This is an optimization exercise on Yosys and OpenROAD, whose aim is small area, not a production implementation. Only simulation tests tie the RTL to the original design; equivalence was not proved. No activity file was given, so power comes from the tool's default toggle rates.

==> module srl_fifo, before the edit <==
module srl_fifo #(
   parameter WIDTH=8,
   parameter REV=0,
   parameter BUS=0
   ) (
   input              clk,
   input              rst,
   input              wr,
   input              rd,
   input              rev,
   input              sel,
   input              phase,
   input  [WIDTH-1:0] din_x,
   output [WIDTH-1:0] dor,
   output             empty,
   output             full
);
wire w   = wr;
wire wn  = ~wr;
wire wa  = wr & ~rev;
wire wb  = wr &  rev;
wire ca  = wr & (sel ^ phase);
wire cb  = wr & phase;
reg  [WIDTH-1:0] mem [15:0];
wire [WIDTH-1:0] nxt [15:0];
reg  [4:0] addr;
wire       cnt_up = wr & ~rd;
wire       cnt_dn = rd & ~wr;
wire [4:0] cu, cd;
assign cu[0] = cnt_up;
assign cd[0] = cnt_dn;
genvar gc;
generate
   for (gc = 1; gc < 5; gc = gc + 1) begin : g_cnt
      assign cu[gc] = cu[gc-1] &  addr[gc-1];
      assign cd[gc] = cd[gc-1] & ~addr[gc-1];
   end
endgenerate
always @ (posedge clk)
   addr <= (addr ^ (cu | cd)) | {5{rst}};
assign empty = addr[4];
assign full  = ~addr[4] & (&addr[3:0]);
wire [15:0] seln;
genvar i, b;
generate
   for (i = 0; i < 16; i = i + 1) begin : g_ent
      assign seln[i] = ~(addr[3:0] == i);
      for (b = 0; b < WIDTH; b = b + 1) begin : g_bit
         if (i == 0 && REV != 0 && b < 8) begin : g_rev
            fifo_cell3 u_cell (
               .wa(wa), .a(din_x[b]),
               .wb(wb), .b(din_x[7-b]),
               .wn(wn), .q(mem[0][b]),
               .y(nxt[0][b])
            );
         end else if (i == 0 && BUS != 0) begin : g_bus
            fifo_cell_in u_cell (
               .ca(ca), .cb(cb), .wn(wn),
               .d(din_x[b]),
               .q(mem[0][b]),
               .y(nxt[0][b])
            );
         end else begin : g_fwd
            fifo_cell u_cell (
               .w(w), .wn(wn),
               .d(i == 0 ? din_x[b] : mem[i == 0 ? 0 : i-1][b]),
               .q(mem[i][b]),
               .y(nxt[i][b])
            );
         end
      end
      always @ (posedge clk)
         mem[i] <= nxt[i];
   end
   for (b = 0; b < WIDTH; b = b + 1) begin : g_rd
      wire [7:0] t;
      for (i = 0; i < 8; i = i + 1) begin : g_pair
         fifo_rsel u_sel (
            .sn0(seln[2*i]),   .q0(mem[2*i][b]),
            .sn1(seln[2*i+1]), .q1(mem[2*i+1][b]),
            .y(t[i])
         );
      end
      fifo_or8 u_or (.t(t), .y(dor[b]));
   end
endgenerate
endmodule
Settings: LEC_CHECK=0, ABC_AREA=1, CAP_MARGIN=0, CORE_MARGIN=2, CORE_UTILIZATION=70, CTS_BUF_LIST=sky130_fd_sc_hd__clkbuf_8, CTS_CLUSTER_DIAMETER=60, CTS_CLUSTER_SIZE=18, SLEW_MARGIN=0, SYNTH_HIERARCHICAL=1; clock period 3.5 ns.
standard.sh (not shown) runs the stock make flow with config.mk's settings and CLKGATE_MAP_FILE= SYNTH_SCRIPT=/design/flow/synth_recipe.tcl, a recipe that flattens the netlist after the stock synthesis.
==> flow/flow/run.sh <==
#!/bin/bash
# Own flow: the standard layout, but synthesis maps logic with an
# area-oriented ABC script (flow/area.abc). Each tool's output goes to a log
# file in the work folder.
set -euo pipefail
W=$(pwd)
export OWN_WORK=$W
export OWN_ABC_SCRIPT=$W/flow/area.abc
make -C "$FLOW_HOME" DESIGN_CONFIG="$W/config.mk" WORK_HOME="$W/orfs" CLKGATE_MAP_FILE= \
  SYNTH_SCRIPT="$W/flow/own_synth.tcl" synth > "$W/own_synth.log" 2>&1
export BUFFER_PORTS_ARGS="-buffer_cell sky130_fd_sc_hd__buf_1"
bash standard.sh > "$W/standard.log" 2>&1
==> flow/flow/area.abc <==
strash
dch
amap
topo
==> flow/flow/own_synth.tcl <==
proc abc {args} {
  set i [lsearch -exact $args -script]
  if {$i >= 0} { lset args [expr {$i + 1}] $::env(OWN_ABC_SCRIPT) }
  yosys abc {*}$args
}
source $::env(OWN_WORK)/synth_recipe.tcl
The first run completed with no timing, DRC or antenna violations.
Then changed:
--- a/flow/design.v
+++ b/flow/design.v
@@ -82,6 +82,13 @@
 );
 assign y = ~(o ? b1 : b0);
 endmodule
+module fifo_sel (
+   input  a,
+   input  b,
+   output yn
+);
+assign yn = ~(a & b);
+endmodule
 module fifo_rsel (
    input  sn0,
    input  q0,
@@ -140,10 +147,19 @@
 assign empty = addr[4];
 assign full  = ~addr[4] & (&addr[3:0]);
 wire [15:0] seln;
+wire [3:0]  dec_lo, dec_hi;
+assign dec_lo[0] = ~addr[1] & ~addr[0];
+assign dec_lo[1] = ~addr[1] &  addr[0];
+assign dec_lo[2] =  addr[1] & ~addr[0];
+assign dec_lo[3] =  addr[1] &  addr[0];
+assign dec_hi[0] = ~addr[3] & ~addr[2];
+assign dec_hi[1] = ~addr[3] &  addr[2];
+assign dec_hi[2] =  addr[3] & ~addr[2];
+assign dec_hi[3] =  addr[3] &  addr[2];
 genvar i, b;
 generate
    for (i = 0; i < 16; i = i + 1) begin : g_ent
-      assign seln[i] = ~(addr[3:0] == i);
+      fifo_sel u_seln (.a(dec_lo[i % 4]), .b(dec_hi[i / 4]), .yn(seln[i]));
       for (b = 0; b < WIDTH; b = b + 1) begin : g_bit
          if (i == 0 && REV != 0 && b < 8) begin : g_rev
             fifo_cell3 u_cell (
=> Routed wire length is lower by 3.8%. Synthesized cell count increases by 1.3%. Count of clock-buffer cells in the layout does not change. Register-to-register slack improves by 0.07 ns. Critical path depth grows by 2. Die area stays flat. Power hardly moves. Global-route usage goes down by 0.74 points. Maximum frequency barely changes.

-- afterwards: timing with drivers on the ports --
How much do the figures lean on ideal ports? The routed layouts below were timed once more, with nothing changed but the port constraints. Step 1, drivers: a clkbuf_16 drives clk and a buf_2 each remaining input, both assumed. Step 2 moves the port delays by t, midway between the first and last clock arrival at a register: inputs arrive t later, outputs are due t later. That takes back most of the time a late clock gives input paths. Slacks: no drivers / after step 1 / after step 2; pairs: no drivers / after step 1.
| run | t (ns) | setup WS [ns] | worst setup path at the end | clock arrival spread, ns | worst slew at a driven data input, ns |
|---|---|---|---|---|---|
| the first run | 0.597 | 0.158 / 0.112 / -0.027 | input to register | 0.018 / 0.018 | 0.04 |
| the second run | 0.583 | 0.167 / 0.129 / 0.186 | input to register | 0.018 / 0.018 | 0.04 |
Met with ideal ports but missed after step 2: setup timing in the first run. For the first run, which loses most, drivers alone change the setup slack by -0.046 ns; drivers and shift together by -0.185 ns.
